Context: an optimization exercise on an open-source flow, tuned for small area and a short achievable clock period. The choices shown serve that exercise and are no tape-out recipe.
Function was checked by simulation only, so behaviour that the tests miss may differ from the original.

// filter
module filter #(parameter DATA_WIDTH = 16) (
    input clk,
    input rst_n,
    input signed [DATA_WIDTH-1:0] FilterIn,
    input ValidIn,
    output signed [32:0] data_out,
    output reg ValidOut);
wire [15:0] xm = ValidIn ? FilterIn : 16'd0;
reg [15:0] d1;
reg [15:0] d2;
reg [15:0] d3;
reg [15:0] d4;
reg [15:0] d5;
reg [15:0] d6;
reg [15:0] d7;
reg [15:0] d8;
reg [15:0] d9;
reg [15:0] d10;
reg [15:0] d11;
reg [15:0] d12;
reg [15:0] d13;
reg [15:0] d14;
reg [16:0] pr4;
reg [16:0] pr5;
reg [16:0] pr6;
reg [16:0] pr7;
reg [16:0] pr3;
reg [16:0] pl2;
reg r2_0_0;
reg r2_0_1;
reg r2_1_0;
reg r2_2_0;
reg r2_3_0;
reg r2_4_0;
reg r2_4_1;
reg r2_5_0;
reg r2_5_1;
reg r2_6_0;
reg r2_6_1;
reg r2_7_0;
reg r2_7_1;
reg r2_8_0;
reg r2_8_1;
reg r2_9_0;
reg r2_10_0;
reg r2_10_1;
reg r2_10_2;
reg r2_11_0;
reg r2_11_1;
reg r2_12_0;
reg r2_12_1;
reg r2_12_2;
reg r2_13_0;
reg r2_13_1;
reg r2_14_0;
reg r2_14_1;
reg r2_14_2;
reg r2_15_0;
reg r2_15_1;
reg r2_15_2;
reg r2_15_3;
reg r2_16_0;
reg r2_16_1;
reg r2_16_2;
reg r2_17_0;
reg r2_17_1;
reg r2_17_2;
reg r2_18_0;
reg r2_18_1;
reg r2_19_0;
reg r2_19_1;
reg r2_19_2;
reg r2_20_0;
reg r2_20_1;
reg r2_21_0;
reg r2_21_1;
reg r2_22_0;
reg r2_22_1;
reg r2_22_2;
reg r2_23_0;
reg r2_23_1;
reg r2_23_2;
reg r2_24_0;
reg r2_24_1;
reg r2_24_2;
reg r2_25_0;
reg r2_26_0;
reg r2_26_1;
reg r2_27_0;
reg r2_27_1;
reg r2_28_0;
reg r2_29_0;
reg r2_29_1;
reg r2_29_2;
reg r2_30_0;
  ...
==> flow/config.mk <==
export PLATFORM = sky130hd
export DESIGN_NAME = filter
export DESIGN_NICKNAME = filter
export VERILOG_FILES = /design/flow/design.v
export SDC_FILE = /design/flow/constraint.sdc
export NUM_CORES = 4
export LEC_CHECK = 0
export CAP_MARGIN = 20
export CORE_MARGIN = 2
export CORE_UTILIZATION = 25
export PLACE_DENSITY = 0.45
export SETUP_SLACK_MARGIN = 5
export SLEW_MARGIN = 20
export SYNTH_HIERARCHICAL = 1
export TNS_END_PERCENT = 100
==> flow/constraint.sdc <==
create_clock -name core_clock -period 10.5 [get_ports {clk}]
set_input_delay 2.1000 -clock core_clock [delete_from_list [all_inputs] [get_ports {clk}]]
set_output_delay 2.1000 -clock core_clock [all_outputs]
set_load 0.01 [all_outputs]
standard.sh (not shown) runs the stock make flow with config.mk's settings and CLKGATE_MAP_FILE= SYNTH_SCRIPT=/design/flow/synth_recipe.tcl, a recipe that flattens the netlist after the stock synthesis.
==> flow/flow/run.sh <==
#!/bin/bash
# Layout: the standard flow (standard.sh) unchanged, except that timing repair
# aims at a larger setup margin (a shorter period than the 10.5 ns clock) and the
# port buffers are plain buffers instead of delay cells.  make's full output goes
# to make_finish.log here; each ORFS step keeps its own log under orfs/logs/.
set -uo pipefail
bash standard.sh SETUP_SLACK_MARGIN=6.25 'BUFFER_PORTS_ARGS=-buffer_cell sky130_fd_sc_hd__buf_4' finish > make_finish.log 2>&1
status=$?
tail -n 40 make_finish.log
exit $status
Edit:
--- a/flow/flow/run.sh
+++ b/flow/flow/run.sh
@@ -7 +7 @@
-bash standard.sh SETUP_SLACK_MARGIN=6.25 'BUFFER_PORTS_ARGS=-buffer_cell sky130_fd_sc_hd__buf_4' finish > make_finish.log 2>&1
+bash standard.sh SETUP_SLACK_MARGIN=6.35 'BUFFER_PORTS_ARGS=-buffer_cell sky130_fd_sc_hd__buf_4' finish > make_finish.log 2>&1
- CORE_UTILIZATION: 25 -> 65
- PLACE_DENSITY: 0.45 -> default
Effect: The changed run went through all stages and came out clean; clock skew went up by 0.012 ns; final cell count went down by 25%; global-route usage went up by 21 points; synthesized area stays the same; first-iteration DRC count went up by 44%; wire length went down by 5.8%; worst setup slack gets worse by 0.039 ns; sequential cell count stays the same.
Edit:
--- a/flow/flow/run.sh
+++ b/flow/flow/run.sh
@@ -7 +7 @@
-bash standard.sh SETUP_SLACK_MARGIN=6.35 'BUFFER_PORTS_ARGS=-buffer_cell sky130_fd_sc_hd__buf_4' finish > make_finish.log 2>&1
+bash standard.sh SETUP_SLACK_MARGIN=6.5 'BUFFER_PORTS_ARGS=-buffer_cell sky130_fd_sc_hd__buf_4' finish > make_finish.log 2>&1
After rerunning: Via count is higher by 1.9%. Die area does not change. Clock-buffer cell count is lower by 1. Routed wire length is higher by about 3.2%.
Edit:
--- a/flow/flow/run.sh
+++ b/flow/flow/run.sh
@@ -7 +7 @@
-bash standard.sh SETUP_SLACK_MARGIN=6.5 'BUFFER_PORTS_ARGS=-buffer_cell sky130_fd_sc_hd__buf_4' finish > make_finish.log 2>&1
+bash standard.sh SETUP_SLACK_MARGIN=6.3 'BUFFER_PORTS_ARGS=-buffer_cell sky130_fd_sc_hd__buf_4' finish > make_finish.log 2>&1
- CORE_UTILIZATION: 65 -> 25
Outcome: Cell count climbs by 30%. Global-route usage drops by 24 points. Area after synthesis is unchanged. Non-clock buffer count drops by 114. Worst setup slack improves by 0.083 ns. Final area drops by 0.86%.

[separate check: timing with driven ports]
Ports are ideal in the flow. The routed layouts listed here were re-timed in OpenROAD.
Step 1: set_driving_cell puts a clkbuf_16 on clk and a buf_2 on each other input, an assumption about the parent block.
Step 2 adds t to the input delays and takes it off the output delays; t is the mean of the earliest and latest rising clock arrival at the registers after step 1. Input paths then give back, and output paths get back, about the clock's delay inside the block.
Three values: no drivers, after step 1, after step 2; two values: the first two.
run	t (ns)	setup slack, ns	clock arrival spread, ns	worst data-port slew with drivers (ns)
the first run	0.723	6.292 / 6.198 / 5.475	0.030 / 0.030	0.23
the second run	0.681	6.253 / 6.166 / 5.485	0.043 / 0.044	0.22
the third run	0.680	6.188 / 6.104 / 5.424	0.032 / 0.032	0.22
the fourth run	0.699	6.270 / 6.163 / 5.464	0.035 / 0.034	0.29
After both steps setup and hold are still met in every run listed. For the first run, which loses most, drivers alone change the setup slack by -0.094 ns; drivers and shift together by -0.817 ns.
